This design comes from an exercise in tuning for small area and a short achievable clock period on the open sky130 flow, not from production work.
No run shown here included a check of the RTL's function; only the layout flow was run.
In every run shown here, the design's own scripts or RTL, not TritonCTS, make the clock network.
The clock input has no modelled driver; a real chip could not lean on it and would need a root buffer or a full tree.

==> flow/design.v (outline; a module is shown in full before it is edited, if it fits) <==
// module mul16_top: 15 lines
// module multiplier: 1673 lines
// module mul_fa: 4 lines
// module mul_a21oi: 3 lines
// module mul_inv: 3 lines
// module mul_nand2: 3 lines
// module mul_nor2: 3 lines
// module mul_o21ai: 3 lines
// module mul_xnor2: 3 lines
// module mul_xor2: 3 lines
// module mul_xnor: 3 lines
// module mul_or: 3 lines
// module mul_nand4: 3 lines
module mul16_top(
    input clk,
    input [15:0] a,
    input [15:0] b,
    output reg [31:0] res
);
  // ...
==> flow/flow/run.sh <==
#!/bin/bash
# Own layout flow: the standard ORFS flow (standard.sh), with
#  - port buffers of a small, fast buffer cell instead of the default delay buffer;
#  - the clock tree rebuilt after CTS as one level of four buffers driven by the clock
#    port (flatten_clock_core.tcl), which shortens the clock's insertion delay for all
#    registers alike;
#  - after that, and after global routing, timing repair aiming for setup slack above a
#    margin, so that the design is sized for the period it can reach rather than left at
#    minimum size by the loose clock.
# make's output goes to standard.log here; ORFS keeps each step's log in orfs/logs.
set -euo pipefail
cd "$(dirname "$0")/.."
export FLOW_DIR_OWN="$PWD/flow"
export FLOW_SETUP_MARGIN=0
export FLOW_IN_REG_CELL=sky130_fd_sc_hd__dfxtp_4
export BUFFER_PORTS_ARGS="-buffer_cell sky130_fd_sc_hd__buf_1"
export CTS_ARGS="-sink_clustering_enable -repair_clock_nets -dont_use_dummy_load -buf_list sky130_fd_sc_hd__clkbuf_8"
export POST_CTS_TCL="$PWD/flow/flatten_clock_post.tcl"
export PRE_GLOBAL_ROUTE_TCL="$PWD/flow/grt_margin.tcl"
bash standard.sh > standard.log 2>&1
==> flow/flow/flatten_clock_core.tcl <==
# Rebuild the clock tree that CTS made as a single level: the clock port drives
# NLEAF clock buffers directly, each driving the registers of one region of the
# core. This removes the root buffer level and so the clock's insertion delay
# (it does not skew registers against each other: all go through one buffer).
set nleaf 4
set bufcell sky130_fd_sc_hd__clkbuf_16
set block [ord::get_db_block]
set clknet [$block findNet clk]
# every register clock pin (sink) of the tree, and every clock-tree buffer
set sinks {}
set bufs {}
set todo [list $clknet]
while {[llength $todo]} {
  set net [lindex $todo 0]
  set todo [lrange $todo 1 end]
  foreach it [$net getITerms] {
    if {![$it isInputSignal] && [$it getIoType] ne "INPUT"} { continue }
    set inst [$it getInst]
    set m [[$inst getMaster] getName]
    if {[string match "sky130_fd_sc_hd__clkbuf*" $m] || [string match "sky130_fd_sc_hd__clkinv*" $m] || [string match "sky130_fd_sc_hd__buf*" $m]} {
      if {[lsearch -exact $bufs $inst] < 0} {
        lappend bufs $inst
        foreach o [$inst getITerms] {
          if {[$o isOutputSignal]} { lappend todo [$o getNet] }
        }
      }
    } else {
      lappend sinks $it
    }
  }
}
puts "flatten_clock: [llength $sinks] sinks, [llength $bufs] buffers"
# split the sinks into nleaf groups: halves by x, then each half by y
proc loc {it} {
  set b [[$it getInst] getBBox]
  return [list [expr {([$b xMin] + [$b xMax]) / 2}] [expr {([$b yMin] + [$b yMax]) / 2}]]
}
proc split_by {items idx} {
  set s [lsort -real -index 1 [lmap it $items {list $it [lindex [loc $it] $idx]}]]
  set n [expr {[llength $s] / 2}]
  return [list [lmap p [lrange $s 0 [expr {$n - 1}]] {lindex $p 0}] [lmap p [lrange $s $n end] {lindex $p 0}]]
}
set groups {}
foreach half [split_by $sinks 0] {
  foreach q [split_by $half 1] { lappend groups $q }
}
# remove the old tree
foreach inst $bufs {
  foreach o [$inst getITerms] {
    if {[$o isOutputSignal]} {
      set n [$o getNet]
      foreach it [$n getITerms] { $it disconnect }
      odb::dbNet_destroy $n
    }
  }
  odb::dbInst_destroy $inst
}
# one buffer per group, at the group's centre
set master [[ord::get_db] findMaster $bufcell]
set k 0
foreach g $groups {
  set sx 0; set sy 0
  foreach it $g { lassign [loc $it] x y; incr sx $x; incr sy $y }
  set cx [expr {$sx / [llength $g]}]; set cy [expr {$sy / [llength $g]}]
  set inst [odb::dbInst_create $block $master "clkbuf_leaf_$k"]
  set net [odb::dbNet_create $block "clknet_leaf_$k"]
  $net setSigType CLOCK
  [$inst findITerm A] connect $clknet
  [$inst findITerm X] connect $net
  foreach it $g { $it connect $net }
  $inst setLocation $cx $cy
  $inst setPlacementStatus PLACED
  puts "flatten_clock: clkbuf_leaf_$k drives [llength $g] sinks"
  incr k
}
==> flow/flow/flatten_clock_post.tcl <==
source $::env(FLOW_DIR_OWN)/flatten_clock_core.tcl
if {[info exists ::env(FLOW_IN_REG_CELL)] && $::env(FLOW_IN_REG_CELL) ne ""} {
  foreach inst [get_cells {a_r* b_r*}] {
    replace_cell $inst $::env(FLOW_IN_REG_CELL)
  }
}
detailed_placement
estimate_parasitics -placement
# size the design for the period it can reach: repair setup against a margin
set ::env(SETUP_SLACK_MARGIN) $::env(FLOW_SETUP_MARGIN)
repair_timing_helper
detailed_placement
check_placement -verbose
==> flow/flow/grt_margin.tcl <==
# the global-route stage's timing repair uses the same setup margin as after CTS
set ::env(SETUP_SLACK_MARGIN) $::env(FLOW_SETUP_MARGIN)
==> flow/standard.sh <==
#!/bin/bash
# synth_recipe.tcl (not shown) runs the flow's synth.tcl, then flattens the netlist and writes it again
# the make line also repeats each setting of config.mk as NAME=value (left out here)
make -C /OpenROAD-flow-scripts/flow DESIGN_CONFIG=/design/flow/config.mk WORK_HOME=/design/flow/orfs CLKGATE_MAP_FILE= SYNTH_SCRIPT=/design/flow/synth_recipe.tcl "${@:-finish}"
==> flow/config.mk <==
export PLATFORM = sky130hd
export DESIGN_NAME = mul16_top
export DESIGN_NICKNAME = mul16_top
export VERILOG_FILES = /design/flow/design.v
export SDC_FILE = /design/flow/constraint.sdc
export NUM_CORES = 4
export LEC_CHECK = 0
export CAP_MARGIN = 20
export CORE_MARGIN = 2
export CORE_UTILIZATION = 55
export SLEW_MARGIN = 20
export SYNTH_HIERARCHICAL = 1
==> flow/constraint.sdc <==
create_clock -name core_clock -period 22.0 [get_ports {clk}]
set_input_delay 4.4000 -clock core_clock [delete_from_list [all_inputs] [get_ports {clk}]]
set_output_delay 4.4000 -clock core_clock [all_outputs]
set_load 0.01 [all_outputs]
==> results.cfg, run 1 <==
[outcome]
status = complete, no violations

[layout]
multi_input_area_share_pct = 75.9
seq_cells = 64
final_cell_mix = 298 x nand2_1, 195 x fa_1, 64 x buf_1

[yosys]
synth_flop_cell = dfxtp_1
yosys.area_share.simple_pct = 15.8
synth_edf_count = 0
synth_top_cells_by_area = fa_1 44%, dfxtp_1 15%, nand2_1 13%, buf_6 7.9%, xnor2_1 5.5%
synth.cell_area_um2 = 8800
synthTopCellsByCount = 298 x nand2_1, 195 x fa_1, 64 x dfxtp_1

[detailed_routing]
met1_length_mm = 9.05
routed_via_density = 5.59
top_layer_used = met4
dr_wl_met2_mm = 9.81

[timing]
tightest_slew_ns = 0.579
hold_ws_ns = 0.643
hold_viol = 0
rsz0062_at_grt = no
clock_skew_ns = 0.0145

[floorplanning]
io_pins = 65
start_util_pct = 55.8

[place]
place_inst = 1064
pre_cts_ws_ns = 16.15
dpl.hpwl_mm = 15.8

[worst_setup_path]
critPathArrivalTime_ns = 5.46
cp-start-kind = flip-flop

[global_route]
grt.met2_usage_pct = 41.7
==> run 2: changes to the inputs <==
--- a/flow/design.v
+++ b/flow/design.v
@@ -897,48 +897,16 @@
   wire n876;
   wire n877;
   wire n878;
   wire n879;
   wire n880;
   wire n881;
   wire n882;
   wire n883;
-  wire n884;
-  wire n885;
-  wire n886;
-  wire n887;
-  wire n888;
-  wire n889;
-  wire n890;
-  wire n891;
-  wire n892;
-  wire n893;
-  wire n894;
-  wire n895;
-  wire n896;
-  wire n897;
-  wire n898;
-  wire n899;
-  wire n900;
-  wire n901;
-  wire n902;
-  wire n903;
-  wire n904;
-  wire n905;
-  wire n906;
-  wire n907;
-  wire n908;
-  wire n909;
-  wire n910;
-  wire n911;
-  wire n912;
-  wire n913;
-  wire n914;
-  wire n915;
   assign pp1 = ~(a[0] & b[0]);
   assign pp2 = ~(a[1] & b[0]);
   assign pp3 = ~(a[2] & b[0]);
   assign pp4 = ~(a[3] & b[0]);
   assign pp5 = ~(a[4] & b[0]);
   assign pp6 = ~(a[5] & b[0]);
   assign pp7 = ~(a[6] & b[0]);
   assign pp8 = ~(a[7] & b[0]);
@@ -1484,213 +1452,181 @@
   mul_nor2 u_n743 (.a(n686), .b(n684), .y(n743));
   mul_o21ai u_n744 (.a(n686), .b(n683), .c(n685), .y(n744));
   mul_nor2 u_n745 (.a(n690), .b(n688), .y(n745));
   mul_o21ai u_n746 (.a(n690), .b(n687), .c(n689), .y(n746));
   mul_nor2 u_n747 (.a(n694), .b(n692), .y(n747));
   mul_o21ai u_n748 (.a(n694), .b(n691), .c(n693), .y(n748));
   mul_nor2 u_n749 (.a(n698), .b(n696), .y(n749));
   mul_o21ai u_n750 (.a(n698), .b(n695), .c(n697), .y(n750));
-  mul_a21oi u_n751 (.a(n741), .b(n740), .c(n742), .y(n751));
-  mul_nand2 u_n752 (.a(n745), .b(n743), .y(n752));
-  mul_a21oi u_n753 (.a(n745), .b(n744), .c(n746), .y(n753));
-  mul_nand2 u_n754 (.a(n749), .b(n747), .y(n754));
-  mul_a21oi u_n755 (.a(n749), .b(n748), .c(n750), .y(n755));
-  mul_o21ai u_n756 (.a(n752), .b(n751), .c(n753), .y(n756));
-  mul_inv u_n757 (.a(n756), .y(n757));
-  mul_o21ai u_n758 (.a(n754), .b(n757), .c(n755), .y(n758));
-  mul_inv u_n759 (.a(n751), .y(n759));
-  mul_a21oi u_n760 (.a(n743), .b(n759), .c(n744), .y(n760));
-  mul_a21oi u_n761 (.a(n747), .b(n756), .c(n748), .y(n761));
-  mul_inv u_n762 (.a(n740), .y(n762));
-  mul_o21ai u_n763 (.a(n680), .b(n762), .c(n679), .y(n763));
-  mul_o21ai u_n764 (.a(n684), .b(n751), .c(n683), .y(n764));
-  mul_o21ai u_n765 (.a(n688), .b(n760), .c(n687), .y(n765));
-  mul_o21ai u_n766 (.a(n692), .b(n757), .c(n691), .y(n766));
-  mul_o21ai u_n767 (.a(n696), .b(n761), .c(n695), .y(n767));
-  mul_inv u_n768 (.a(n758), .y(n768));
-  mul_o21ai u_n769 (.a(n700), .b(n768), .c(n699), .y(n769));
-  mul_inv u_n770 (.a(n769), .y(n770));
-  mul_o21ai u_n771 (.a(n702), .b(n770), .c(n701), .y(n771));
-  mul_nor2 u_n772 (.a(n704), .b(n702), .y(n772));
-  mul_o21ai u_n773 (.a(n704), .b(n701), .c(n703), .y(n773));
-  mul_nor2 u_n774 (.a(n706), .b(n704), .y(n774));
-  mul_o21ai u_n775 (.a(n706), .b(n703), .c(n705), .y(n775));
-  mul_nor2 u_n776 (.a(n708), .b(n706), .y(n776));
-  mul_o21ai u_n777 (.a(n708), .b(n705), .c(n707), .y(n777));
-  mul_nor2 u_n778 (.a(n710), .b(n708), .y(n778));
-  mul_o21ai u_n779 (.a(n710), .b(n707), .c(n709), .y(n779));
-  mul_nor2 u_n780 (.a(n712), .b(n710), .y(n780));
-  mul_o21ai u_n781 (.a(n712), .b(n709), .c(n711), .y(n781));
-  mul_nor2 u_n782 (.a(n714), .b(n712), .y(n782));
-  mul_o21ai u_n783 (.a(n714), .b(n711), .c(n713), .y(n783));
-  mul_nor2 u_n784 (.a(n716), .b(n714), .y(n784));
-  mul_o21ai u_n785 (.a(n716), .b(n713), .c(n715), .y(n785));
-  mul_nor2 u_n786 (.a(n718), .b(n716), .y(n786));
-  mul_o21ai u_n787 (.a(n718), .b(n715), .c(n717), .y(n787));
-  mul_nor2 u_n788 (.a(n720), .b(n718), .y(n788));
-  mul_o21ai u_n789 (.a(n720), .b(n717), .c(n719), .y(n789));
-  mul_nor2 u_n790 (.a(n722), .b(n720), .y(n790));
-  mul_o21ai u_n791 (.a(n722), .b(n719), .c(n721), .y(n791));
-  mul_nor2 u_n792 (.a(n724), .b(n722), .y(n792));
-  mul_o21ai u_n793 (.a(n724), .b(n721), .c(n723), .y(n793));
-  mul_nor2 u_n794 (.a(n726), .b(n724), .y(n794));
-  mul_o21ai u_n795 (.a(n726), .b(n723), .c(n725), .y(n795));
-  mul_nor2 u_n796 (.a(n728), .b(n726), .y(n796));
-  mul_o21ai u_n797 (.a(n728), .b(n725), .c(n727), .y(n797));
-  mul_nor2 u_n798 (.a(n730), .b(n728), .y(n798));
-  mul_o21ai u_n799 (.a(n730), .b(n727), .c(n729), .y(n799));
-  mul_nor2 u_n800 (.a(n732), .b(n730), .y(n800));
-  mul_o21ai u_n801 (.a(n732), .b(n729), .c(n731), .y(n801));
-  mul_nor2 u_n802 (.a(n734), .b(n732), .y(n802));
-  mul_o21ai u_n803 (.a(n734), .b(n731), .c(n733), .y(n803));
-  mul_nor2 u_n804 (.a(n736), .b(n734), .y(n804));
-  mul_o21ai u_n805 (.a(n736), .b(n733), .c(n735), .y(n805));
-  mul_a21oi u_n806 (.a(n772), .b(n769), .c(n773), .y(n806));
-  mul_a21oi u_n807 (.a(n774), .b(n771), .c(n775), .y(n807));
-  mul_nand2 u_n808 (.a(n776), .b(n772), .y(n808));
-  mul_a21oi u_n809 (.a(n776), .b(n773), .c(n777), .y(n809));
-  mul_nand2 u_n810 (.a(n778), .b(n774), .y(n810));
-  mul_a21oi u_n811 (.a(n778), .b(n775), .c(n779), .y(n811));
-  mul_nand2 u_n812 (.a(n780), .b(n776), .y(n812));
-  mul_a21oi u_n813 (.a(n780), .b(n777), .c(n781), .y(n813));
-  mul_nand2 u_n814 (.a(n782), .b(n778), .y(n814));
-  mul_a21oi u_n815 (.a(n782), .b(n779), .c(n783), .y(n815));
-  mul_nand2 u_n816 (.a(n784), .b(n780), .y(n816));
-  mul_a21oi u_n817 (.a(n784), .b(n781), .c(n785), .y(n817));
-  mul_nand2 u_n818 (.a(n786), .b(n782), .y(n818));
-  mul_a21oi u_n819 (.a(n786), .b(n783), .c(n787), .y(n819));
-  mul_nand2 u_n820 (.a(n788), .b(n784), .y(n820));
-  mul_a21oi u_n821 (.a(n788), .b(n785), .c(n789), .y(n821));
-  mul_nand2 u_n822 (.a(n790), .b(n786), .y(n822));
-  mul_a21oi u_n823 (.a(n790), .b(n787), .c(n791), .y(n823));
-  mul_nand2 u_n824 (.a(n792), .b(n788), .y(n824));
-  mul_a21oi u_n825 (.a(n792), .b(n789), .c(n793), .y(n825));
-  mul_nand2 u_n826 (.a(n794), .b(n790), .y(n826));
-  mul_a21oi u_n827 (.a(n794), .b(n791), .c(n795), .y(n827));
-  mul_nand2 u_n828 (.a(n796), .b(n792), .y(n828));
-  mul_a21oi u_n829 (.a(n796), .b(n793), .c(n797), .y(n829));
-  mul_nand2 u_n830 (.a(n798), .b(n794), .y(n830));
-  mul_a21oi u_n831 (.a(n798), .b(n795), .c(n799), .y(n831));
-  mul_nand2 u_n832 (.a(n800), .b(n796), .y(n832));
-  mul_a21oi u_n833 (.a(n800), .b(n797), .c(n801), .y(n833));
-  mul_nand2 u_n834 (.a(n802), .b(n798), .y(n834));
-  mul_a21oi u_n835 (.a(n802), .b(n799), .c(n803), .y(n835));
-  mul_nand2 u_n836 (.a(n804), .b(n800), .y(n836));
-  mul_a21oi u_n837 (.a(n804), .b(n801), .c(n805), .y(n837));
-  mul_o21ai u_n838 (.a(n808), .b(n770), .c(n809), .y(n838));
-  mul_inv u_n839 (.a(n771), .y(n839));
-  mul_o21ai u_n840 (.a(n810), .b(n839), .c(n811), .y(n840));
-  mul_o21ai u_n841 (.a(n812), .b(n806), .c(n813), .y(n841));
-  mul_o21ai u_n842 (.a(n814), .b(n807), .c(n815), .y(n842));
-  mul_nor2 u_n843 (.a(n816), .b(n808), .y(n843));
-  mul_o21ai u_n844 (.a(n816), .b(n809), .c(n817), .y(n844));
-  mul_nor2 u_n845 (.a(n818), .b(n810), .y(n845));
-  mul_o21ai u_n846 (.a(n818), .b(n811), .c(n819), .y(n846));
-  mul_nor2 u_n847 (.a(n820), .b(n812), .y(n847));
-  mul_o21ai u_n848 (.a(n820), .b(n813), .c(n821), .y(n848));
-  mul_nor2 u_n849 (.a(n822), .b(n814), .y(n849));
-  mul_o21ai u_n850 (.a(n822), .b(n815), .c(n823), .y(n850));
-  mul_nor2 u_n851 (.a(n824), .b(n816), .y(n851));
-  mul_o21ai u_n852 (.a(n824), .b(n817), .c(n825), .y(n852));
-  mul_nor2 u_n853 (.a(n826), .b(n818), .y(n853));
-  mul_o21ai u_n854 (.a(n826), .b(n819), .c(n827), .y(n854));
-  mul_nor2 u_n855 (.a(n828), .b(n820), .y(n855));
-  mul_o21ai u_n856 (.a(n828), .b(n821), .c(n829), .y(n856));
-  mul_nor2 u_n857 (.a(n830), .b(n822), .y(n857));
-  mul_o21ai u_n858 (.a(n830), .b(n823), .c(n831), .y(n858));
-  mul_nor2 u_n859 (.a(n832), .b(n824), .y(n859));
-  mul_o21ai u_n860 (.a(n832), .b(n825), .c(n833), .y(n860));
-  mul_nor2 u_n861 (.a(n834), .b(n826), .y(n861));
-  mul_o21ai u_n862 (.a(n834), .b(n827), .c(n835), .y(n862));
-  mul_nor2 u_n863 (.a(n836), .b(n828), .y(n863));
-  mul_o21ai u_n864 (.a(n836), .b(n829), .c(n837), .y(n864));
-  mul_a21oi u_n865 (.a(n843), .b(n769), .c(n844), .y(n865));
-  mul_a21oi u_n866 (.a(n845), .b(n771), .c(n846), .y(n866));
-  mul_inv u_n867 (.a(n806), .y(n867));
-  mul_a21oi u_n868 (.a(n847), .b(n867), .c(n848), .y(n868));
-  mul_inv u_n869 (.a(n807), .y(n869));
-  mul_a21oi u_n870 (.a(n849), .b(n869), .c(n850), .y(n870));
-  mul_a21oi u_n871 (.a(n851), .b(n838), .c(n852), .y(n871));
-  mul_a21oi u_n872 (.a(n853), .b(n840), .c(n854), .y(n872));
-  mul_a21oi u_n873 (.a(n855), .b(n841), .c(n856), .y(n873));
-  mul_a21oi u_n874 (.a(n857), .b(n842), .c(n858), .y(n874));
-  mul_nand2 u_n875 (.a(n859), .b(n843), .y(n875));
-  mul_a21oi u_n876 (.a(n859), .b(n844), .c(n860), .y(n876));
-  mul_nand2 u_n877 (.a(n861), .b(n845), .y(n877));
-  mul_a21oi u_n878 (.a(n861), .b(n846), .c(n862), .y(n878));
-  mul_nand2 u_n879 (.a(n863), .b(n847), .y(n879));
-  mul_a21oi u_n880 (.a(n863), .b(n848), .c(n864), .y(n880));
-  mul_o21ai u_n881 (.a(n875), .b(n770), .c(n876), .y(n881));
-  mul_o21ai u_n882 (.a(n877), .b(n839), .c(n878), .y(n882));
-  mul_o21ai u_n883 (.a(n879), .b(n806), .c(n880), .y(n883));
-  mul_inv u_n884 (.a(pp1), .y(n884));
-  assign res[0] = n884;
-  mul_xor2 u_n885 (.a(n678), .b(n738), .y(n885));
-  assign res[1] = n885;
-  mul_xor2 u_n886 (.a(n680), .b(n740), .y(n886));
-  assign res[2] = n886;
-  mul_xor2 u_n887 (.a(n682), .b(n763), .y(n887));
-  assign res[3] = n887;
-  mul_xor2 u_n888 (.a(n684), .b(n759), .y(n888));
-  assign res[4] = n888;
-  mul_xor2 u_n889 (.a(n686), .b(n764), .y(n889));
-  assign res[5] = n889;
-  mul_xnor2 u_n890 (.a(n688), .b(n760), .y(n890));
-  assign res[6] = n890;
-  mul_xor2 u_n891 (.a(n690), .b(n765), .y(n891));
-  assign res[7] = n891;
-  mul_xor2 u_n892 (.a(n692), .b(n756), .y(n892));
-  assign res[8] = n892;
-  mul_xor2 u_n893 (.a(n694), .b(n766), .y(n893));
-  assign res[9] = n893;
-  mul_xnor2 u_n894 (.a(n696), .b(n761), .y(n894));
-  assign res[10] = n894;
-  mul_xor2 u_n895 (.a(n698), .b(n767), .y(n895));
-  assign res[11] = n895;
-  mul_xor2 u_n896 (.a(n700), .b(n758), .y(n896));
-  assign res[12] = n896;
-  mul_xor2 u_n897 (.a(n702), .b(n769), .y(n897));
-  assign res[13] = n897;
-  mul_xor2 u_n898 (.a(n704), .b(n771), .y(n898));
-  assign res[14] = n898;
-  mul_xor2 u_n899 (.a(n706), .b(n867), .y(n899));
-  assign res[15] = n899;
-  mul_xor2 u_n900 (.a(n708), .b(n869), .y(n900));
-  assign res[16] = n900;
-  mul_xor2 u_n901 (.a(n710), .b(n838), .y(n901));
-  assign res[17] = n901;
-  mul_xor2 u_n902 (.a(n712), .b(n840), .y(n902));
-  assign res[18] = n902;
-  mul_xor2 u_n903 (.a(n714), .b(n841), .y(n903));
-  assign res[19] = n903;
-  mul_xor2 u_n904 (.a(n716), .b(n842), .y(n904));
-  assign res[20] = n904;
-  mul_xnor2 u_n905 (.a(n718), .b(n865), .y(n905));
-  assign res[21] = n905;
-  mul_xnor2 u_n906 (.a(n720), .b(n866), .y(n906));
-  assign res[22] = n906;
-  mul_xnor2 u_n907 (.a(n722), .b(n868), .y(n907));
-  assign res[23] = n907;
-  mul_xnor2 u_n908 (.a(n724), .b(n870), .y(n908));
-  assign res[24] = n908;
-  mul_xnor2 u_n909 (.a(n726), .b(n871), .y(n909));
-  assign res[25] = n909;
-  mul_xnor2 u_n910 (.a(n728), .b(n872), .y(n910));
-  assign res[26] = n910;
-  mul_xnor2 u_n911 (.a(n730), .b(n873), .y(n911));
-  assign res[27] = n911;
-  mul_xnor2 u_n912 (.a(n732), .b(n874), .y(n912));
-  assign res[28] = n912;
-  mul_xor2 u_n913 (.a(n734), .b(n881), .y(n913));
-  assign res[29] = n913;
-  mul_xor2 u_n914 (.a(n736), .b(n882), .y(n914));
-  assign res[30] = n914;
-  mul_inv u_n915 (.a(n883), .y(n915));
-  assign res[31] = n915;
+  mul_nor2 u_n751 (.a(n702), .b(n700), .y(n751));
+  mul_o21ai u_n752 (.a(n702), .b(n699), .c(n701), .y(n752));
+  mul_nor2 u_n753 (.a(n706), .b(n704), .y(n753));
+  mul_o21ai u_n754 (.a(n706), .b(n703), .c(n705), .y(n754));
+  mul_nor2 u_n755 (.a(n710), .b(n708), .y(n755));
+  mul_o21ai u_n756 (.a(n710), .b(n707), .c(n709), .y(n756));
+  mul_a21oi u_n757 (.a(n741), .b(n740), .c(n742), .y(n757));
+  mul_nand2 u_n758 (.a(n745), .b(n743), .y(n758));
+  mul_a21oi u_n759 (.a(n745), .b(n744), .c(n746), .y(n759));
+  mul_nand2 u_n760 (.a(n749), .b(n747), .y(n760));
+  mul_a21oi u_n761 (.a(n749), .b(n748), .c(n750), .y(n761));
+  mul_nand2 u_n762 (.a(n753), .b(n751), .y(n762));
+  mul_a21oi u_n763 (.a(n753), .b(n752), .c(n754), .y(n763));
+  mul_o21ai u_n764 (.a(n758), .b(n757), .c(n759), .y(n764));
+  mul_nor2 u_n765 (.a(n762), .b(n760), .y(n765));
+  mul_o21ai u_n766 (.a(n762), .b(n761), .c(n763), .y(n766));
+  mul_a21oi u_n767 (.a(n765), .b(n764), .c(n766), .y(n767));
+  mul_inv u_n768 (.a(n764), .y(n768));
+  mul_o21ai u_n769 (.a(n760), .b(n768), .c(n761), .y(n769));
+  mul_inv u_n770 (.a(n757), .y(n770));
+  mul_a21oi u_n771 (.a(n743), .b(n770), .c(n744), .y(n771));
+  mul_a21oi u_n772 (.a(n747), .b(n764), .c(n748), .y(n772));
+  mul_a21oi u_n773 (.a(n751), .b(n769), .c(n752), .y(n773));
+  mul_inv u_n774 (.a(n767), .y(n774));
+  mul_a21oi u_n775 (.a(n755), .b(n774), .c(n756), .y(n775));
+  mul_inv u_n776 (.a(n740), .y(n776));
+  mul_o21ai u_n777 (.a(n680), .b(n776), .c(n679), .y(n777));
+  mul_o21ai u_n778 (.a(n684), .b(n757), .c(n683), .y(n778));
+  mul_o21ai u_n779 (.a(n688), .b(n771), .c(n687), .y(n779));
+  mul_o21ai u_n780 (.a(n692), .b(n768), .c(n691), .y(n780));
+  mul_o21ai u_n781 (.a(n696), .b(n772), .c(n695), .y(n781));
+  mul_inv u_n782 (.a(n769), .y(n782));
+  mul_o21ai u_n783 (.a(n700), .b(n782), .c(n699), .y(n783));
+  mul_o21ai u_n784 (.a(n704), .b(n773), .c(n703), .y(n784));
+  mul_o21ai u_n785 (.a(n708), .b(n767), .c(n707), .y(n785));
+  mul_o21ai u_n786 (.a(n712), .b(n775), .c(n711), .y(n786));
+  mul_inv u_n787 (.a(n786), .y(n787));
+  mul_o21ai u_n788 (.a(n714), .b(n787), .c(n713), .y(n788));
+  mul_nor2 u_n789 (.a(n716), .b(n714), .y(n789));
+  mul_o21ai u_n790 (.a(n716), .b(n713), .c(n715), .y(n790));
+  mul_nor2 u_n791 (.a(n718), .b(n716), .y(n791));
+  mul_o21ai u_n792 (.a(n718), .b(n715), .c(n717), .y(n792));
+  mul_nor2 u_n793 (.a(n720), .b(n718), .y(n793));
+  mul_o21ai u_n794 (.a(n720), .b(n717), .c(n719), .y(n794));
+  mul_nor2 u_n795 (.a(n722), .b(n720), .y(n795));
+  mul_o21ai u_n796 (.a(n722), .b(n719), .c(n721), .y(n796));
+  mul_nor2 u_n797 (.a(n724), .b(n722), .y(n797));
+  mul_o21ai u_n798 (.a(n724), .b(n721), .c(n723), .y(n798));
+  mul_nor2 u_n799 (.a(n726), .b(n724), .y(n799));
+  mul_o21ai u_n800 (.a(n726), .b(n723), .c(n725), .y(n800));
+  mul_nor2 u_n801 (.a(n728), .b(n726), .y(n801));
+  mul_o21ai u_n802 (.a(n728), .b(n725), .c(n727), .y(n802));
+  mul_nor2 u_n803 (.a(n730), .b(n728), .y(n803));
+  mul_o21ai u_n804 (.a(n730), .b(n727), .c(n729), .y(n804));
+  mul_nor2 u_n805 (.a(n732), .b(n730), .y(n805));
+  mul_o21ai u_n806 (.a(n732), .b(n729), .c(n731), .y(n806));
+  mul_nor2 u_n807 (.a(n734), .b(n732), .y(n807));
+  mul_o21ai u_n808 (.a(n734), .b(n731), .c(n733), .y(n808));
+  mul_nor2 u_n809 (.a(n736), .b(n734), .y(n809));
+  mul_o21ai u_n810 (.a(n736), .b(n733), .c(n735), .y(n810));
+  mul_a21oi u_n811 (.a(n789), .b(n786), .c(n790), .y(n811));
+  mul_a21oi u_n812 (.a(n791), .b(n788), .c(n792), .y(n812));
+  mul_nand2 u_n813 (.a(n793), .b(n789), .y(n813));
+  mul_a21oi u_n814 (.a(n793), .b(n790), .c(n794), .y(n814));
+  mul_nand2 u_n815 (.a(n795), .b(n791), .y(n815));
+  mul_a21oi u_n816 (.a(n795), .b(n792), .c(n796), .y(n816));
+  mul_nand2 u_n817 (.a(n797), .b(n793), .y(n817));
+  mul_a21oi u_n818 (.a(n797), .b(n794), .c(n798), .y(n818));
+  mul_nand2 u_n819 (.a(n799), .b(n795), .y(n819));
+  mul_a21oi u_n820 (.a(n799), .b(n796), .c(n800), .y(n820));
+  mul_nand2 u_n821 (.a(n801), .b(n797), .y(n821));
+  mul_a21oi u_n822 (.a(n801), .b(n798), .c(n802), .y(n822));
+  mul_nand2 u_n823 (.a(n803), .b(n799), .y(n823));
+  mul_a21oi u_n824 (.a(n803), .b(n800), .c(n804), .y(n824));
+  mul_nand2 u_n825 (.a(n805), .b(n801), .y(n825));
+  mul_a21oi u_n826 (.a(n805), .b(n802), .c(n806), .y(n826));
+  mul_nand2 u_n827 (.a(n807), .b(n803), .y(n827));
+  mul_a21oi u_n828 (.a(n807), .b(n804), .c(n808), .y(n828));
+  mul_nand2 u_n829 (.a(n809), .b(n805), .y(n829));
+  mul_a21oi u_n830 (.a(n809), .b(n806), .c(n810), .y(n830));
+  mul_o21ai u_n831 (.a(n813), .b(n787), .c(n814), .y(n831));
+  mul_inv u_n832 (.a(n788), .y(n832));
+  mul_o21ai u_n833 (.a(n815), .b(n832), .c(n816), .y(n833));
+  mul_o21ai u_n834 (.a(n817), .b(n811), .c(n818), .y(n834));
+  mul_o21ai u_n835 (.a(n819), .b(n812), .c(n820), .y(n835));
+  mul_nor2 u_n836 (.a(n821), .b(n813), .y(n836));
+  mul_o21ai u_n837 (.a(n821), .b(n814), .c(n822), .y(n837));
+  mul_nor2 u_n838 (.a(n823), .b(n815), .y(n838));
+  mul_o21ai u_n839 (.a(n823), .b(n816), .c(n824), .y(n839));
+  mul_nor2 u_n840 (.a(n825), .b(n817), .y(n840));
+  mul_o21ai u_n841 (.a(n825), .b(n818), .c(n826), .y(n841));
+  mul_nor2 u_n842 (.a(n827), .b(n819), .y(n842));
+  mul_o21ai u_n843 (.a(n827), .b(n820), .c(n828), .y(n843));
+  mul_nor2 u_n844 (.a(n829), .b(n821), .y(n844));
+  mul_o21ai u_n845 (.a(n829), .b(n822), .c(n830), .y(n845));
+  mul_a21oi u_n846 (.a(n836), .b(n786), .c(n837), .y(n846));
+  mul_a21oi u_n847 (.a(n838), .b(n788), .c(n839), .y(n847));
+  mul_inv u_n848 (.a(n811), .y(n848));
+  mul_a21oi u_n849 (.a(n840), .b(n848), .c(n841), .y(n849));
+  mul_inv u_n850 (.a(n812), .y(n850));
+  mul_a21oi u_n851 (.a(n842), .b(n850), .c(n843), .y(n851));
+  mul_a21oi u_n852 (.a(n844), .b(n831), .c(n845), .y(n852));
+  mul_inv u_n853 (.a(pp1), .y(n853));
+  assign res[0] = n853;
+  mul_xor2 u_n854 (.a(n678), .b(n738), .y(n854));
+  assign res[1] = n854;
+  mul_xor2 u_n855 (.a(n680), .b(n740), .y(n855));
+  assign res[2] = n855;
+  mul_xor2 u_n856 (.a(n682), .b(n777), .y(n856));
+  assign res[3] = n856;
+  mul_xor2 u_n857 (.a(n684), .b(n770), .y(n857));
+  assign res[4] = n857;
+  mul_xor2 u_n858 (.a(n686), .b(n778), .y(n858));
+  assign res[5] = n858;
+  mul_xnor2 u_n859 (.a(n688), .b(n771), .y(n859));
+  assign res[6] = n859;
+  mul_xor2 u_n860 (.a(n690), .b(n779), .y(n860));
+  assign res[7] = n860;
+  mul_xor2 u_n861 (.a(n692), .b(n764), .y(n861));
+  assign res[8] = n861;
+  mul_xor2 u_n862 (.a(n694), .b(n780), .y(n862));
+  assign res[9] = n862;
+  mul_xnor2 u_n863 (.a(n696), .b(n772), .y(n863));
+  assign res[10] = n863;
+  mul_xor2 u_n864 (.a(n698), .b(n781), .y(n864));
+  assign res[11] = n864;
+  mul_xor2 u_n865 (.a(n700), .b(n769), .y(n865));
+  assign res[12] = n865;
+  mul_xor2 u_n866 (.a(n702), .b(n783), .y(n866));
+  assign res[13] = n866;
+  mul_xnor2 u_n867 (.a(n704), .b(n773), .y(n867));
+  assign res[14] = n867;
+  mul_xor2 u_n868 (.a(n706), .b(n784), .y(n868));
+  assign res[15] = n868;
+  mul_xor2 u_n869 (.a(n708), .b(n774), .y(n869));
+  assign res[16] = n869;
+  mul_xor2 u_n870 (.a(n710), .b(n785), .y(n870));
+  assign res[17] = n870;
+  mul_xnor2 u_n871 (.a(n712), .b(n775), .y(n871));
+  assign res[18] = n871;
+  mul_xor2 u_n872 (.a(n714), .b(n786), .y(n872));
+  assign res[19] = n872;
+  mul_xor2 u_n873 (.a(n716), .b(n788), .y(n873));
+  assign res[20] = n873;
+  mul_xor2 u_n874 (.a(n718), .b(n848), .y(n874));
+  assign res[21] = n874;
+  mul_xor2 u_n875 (.a(n720), .b(n850), .y(n875));
+  assign res[22] = n875;
+  mul_xor2 u_n876 (.a(n722), .b(n831), .y(n876));
+  assign res[23] = n876;
+  mul_xor2 u_n877 (.a(n724), .b(n833), .y(n877));
+  assign res[24] = n877;
+  mul_xor2 u_n878 (.a(n726), .b(n834), .y(n878));
+  assign res[25] = n878;
+  mul_xor2 u_n879 (.a(n728), .b(n835), .y(n879));
+  assign res[26] = n879;
+  mul_xnor2 u_n880 (.a(n730), .b(n846), .y(n880));
+  assign res[27] = n880;
+  mul_xnor2 u_n881 (.a(n732), .b(n847), .y(n881));
+  assign res[28] = n881;
+  mul_xnor2 u_n882 (.a(n734), .b(n849), .y(n882));
+  assign res[29] = n882;
+  mul_xnor2 u_n883 (.a(n736), .b(n851), .y(n883));
+  assign res[30] = n883;
+  assign res[31] = n852;
 endmodule
 module mul_fa(input a, input b, input ci, output s, output co);
   assign s = a ^ b ^ ci;
   assign co = (a & b) | (a & ci) | (b & ci);
 endmodule
 module mul_a21oi(input a, input b, input c, output y);
   assign y = ~((a & b) | c);
 endmodule
==> results.cfg, run 2 <==
[place]
dpl_cell_area_um2 = 8210
place_inst = 1034
port_buffers = 64
dpl.hpwl_mm = 14.8
gp_congestion = 0.861

[yosys]
ys_seq_area_share_pct = 14.9
synth_edf_count = 0
synth_warnings = 7
ys_seq_elements = 64
synth_cell_types = 14
synth_top_cells_by_area = fa_1 45%, dfxtp_1 15%, nand2_1 13%, buf_6 8.1%, xnor2_1 5.4%
synth.largest_area_cell = fa_1
syn_inst = 848
synth_top_area_share_pct = 45.3
synth.cell_area_um2 = 8630
postSynth.asyncResetShare_pct = 0
synth.most_common_cell = nand2_1
syn_avg_cell_area_um2 = 10.2
synthesis.nets = 1076
synthTopCellsByCount = 290 x nand2_1, 195 x fa_1, 64 x dfxtp_1
synth_flop_cell = dfxtp_1

[layout]
stdcell_count = 1038
final_common_cell = nand2_1
final_cell_mix = 290 x nand2_1, 195 x fa_1, 64 x buf_1
largestRegisters = res x32, a_r x16, b_r x16
nNetsFinal = 1057
diodes = 0
area_growth_pct = -2.34
drive_gt1_share_pct = 9.31
top_register = res
largest_reg_flops = 32
final_area_um2 = 8430

[floorplanning]
num_rows = 45
dieHeight_um = 129
start_util_pct = 56.5
coreArea_um2 = 15300
die-area_um2 = 16700
die_w_um = 129
io_pins = 65

[detailed_routing]
drc = 0
num_vias = 5799
post_drt_wl_per_cell_um = 19.4
top_layer_used = met4
dr_wl_met2_mm = 10.5
dr_wl_met3_mm = 1.36
ant_nets = 0
met1_length_mm = 7.65
drt_iter0_drc = 491
wirelength_mm = 20.1
drt_pass1_iterations = 5
routed_via_density = 5.59

[worst_setup_path]
reg2reg_from = a_r[9]
crit_chain = buf_4 > nand2_1 > fa_1 > fa_1 > fa_1 > fa_1 > fa_1 > xnor2_1 > nor2_1 > nand2_1 > o21ai_1 > a21oi_2 > inv_1 > a21oi_2 > o21ai_1 > inv_1 > o21ai_1 > a21oi_2 > inv_1 > a21oi_2 > xnor2_1
crit_family = adder cells
cp-start-kind = flip-flop
crit_type = reg2reg
critPathCaptureType = flip-flop
r2r_slack_ns = 16.49
crit_path_top_delay_cell = fa_1
cpMostUsedCell = fa_1
critPathArrivalTime_ns = 5.53
reg2reg_to = res[30]
cp.depth = 21
slowest_delay_ns = 0.56
r2r_cells = 21
cp.required_ns = 22.02
crit_path_max_fanout = 18
cp.buffers_inverters = 4

[worst_hold_path]
whs_path_depth = 2
hp-start = a_r[0]
hold_class = reg2reg
holdPathEnd = res[0]

[global_route]
grt_pass1_vias = 6431
track_usage_pct = 26.7
grt_max_degree = 23
grt_overflow = 0
antenna_found_initial = 0
grt_pass1_wl_mm = 33.5

[cts]
cts.sinks = 64
worstSkewPairLatency_ns = 0.14
clk_pin_slew_worst_paths_ns = 0.07

[timing]
fin_crit_ns = 5.51
slew_violations = 0
finalSetupTns_ns = 0
clock_skew_ns = 0.00855
tightest_slew_ns = 0.595
rsz0062_at_grt = no
max-slew-margin-rel_pct = 60.1
min_period_over_period_pct = 25.0
hold_ws_ns = 0.606
fmax_mhz = 182
hold_viol = 0
finalSetupViolCount = 0

[run]
cap_violations = 0

[outcome]
status = complete, no violations
## run 2: cell count changes after synthesis
cell | before | now
xor2_1 | 20 | 22
a21oi_2 | 33 | 25
nor2_1 | 33 | 25
nand2_1 | 298 | 290
o21ai_1 | 50 | 42
xnor2_1 | 55 | 53
## run 2: Yosys stat by module, one instance, submodules excluded
module | cells inside | flip-flops and latches | copies in the design | area, µm²
mul_inv | 1 | 0 | 12 | 3.75
multiplier | 352 | 0 | 1 | 1960
mul_xnor | 1 | 0 | 15 | 8.76
mul_nor2 | 1 | 0 | 25 | 3.75
mul_nand4 | 1 | 0 | 15 | 6.26
mul_fa | 1 | 0 | 195 | 20.0
mul16_top | 64 | 64 | 1 | 1280
mul_o21ai | 1 | 0 | 42 | 5.00
mul_xor2 | 1 | 0 | 22 | 8.76
mul_a21oi | 1 | 0 | 25 | 8.76
mul_xnor2 | 1 | 0 | 38 | 8.76
mul_nand2 | 1 | 0 | 43 | 3.75
## run 2: layer usage
layer | vias up | GRT usage (%)
li1 | 2502 | -
met1 | 2991 | 32.9
met2 | 248 | 46.7
met3 | 58 | 4.91
met4 | 0 | 10.9
met5 | - | 0
## run 2: logic make-up after synthesis
logic type | Yosys count | share of synthesized area (%)
simple gates | 339 | 15.4
fa+ha+maj | 195 | 45.3
buf+inv | 108 | 11.9
xor+xnor | 75 | 7.61
compound gates | 67 | 4.97
flops | 64 | 14.9
## run 2: layout make-up
type,count,area (µm²)
inverter,12,45.0
timing repair buffer,71,293
sequential,64,1400
multi-input combinational,676,6320
tap,211,264
fill,1344,6830
buffer,4,100
## run 2: how the worst max path moves through the flow
stage	start	end	slack, ns
after floorplan	a_r[3]	res[30]	16.85
after global placement	a_r[3]	res[30]	16.18
after detailed placement	a_r[3]	res[30]	16.10
after global routing	a_r[9]	res[30]	16.11
final	a_r[9]	res[30]	16.49
## run 2: through the flow
stage                     util (%)  setup slack (ns)
final                         55.2             16.49
after global routing          55.2             16.11
after detailed placement      53.8             16.10
after global placement        53.8             16.18
after floorplan                  -             16.85
## run 2: tightest hold or removal path, stage by stage (launching register included)
cell and delay (ns):
dfxtp_4 0.43, nand2_2 0.10, inv_1 0.04

-- separate check: timing with driven ports --
Ports are ideal in the flow. The routed layouts listed here were re-timed in OpenROAD. Step 1, drivers: a clkbuf_16 drives clk and a buf_2 each remaining input, both assumed. Step 2, shift: input delay + t, output delay - t, t = (earliest + latest rising clock arrival at the registers) / 2. This alone moves slack from input paths to output paths. a / b / c = no drivers / after step 1 / after step 2; a / b = the first two.
| run | shift t [ns] | setup slack, ns | slew at the worst register clock pin (ns) | cell pins on the clock port's net |
|---|---|---|---|---|
| run 1 | 0.238 | 16.562 / 16.562 / 16.562 | 0.08 / 0.08 | 4 |
| run 2 | 0.235 | 16.493 / 16.493 / 16.493 | 0.08 / 0.08 | 4 |
After both steps setup and hold are still met in every run listed.
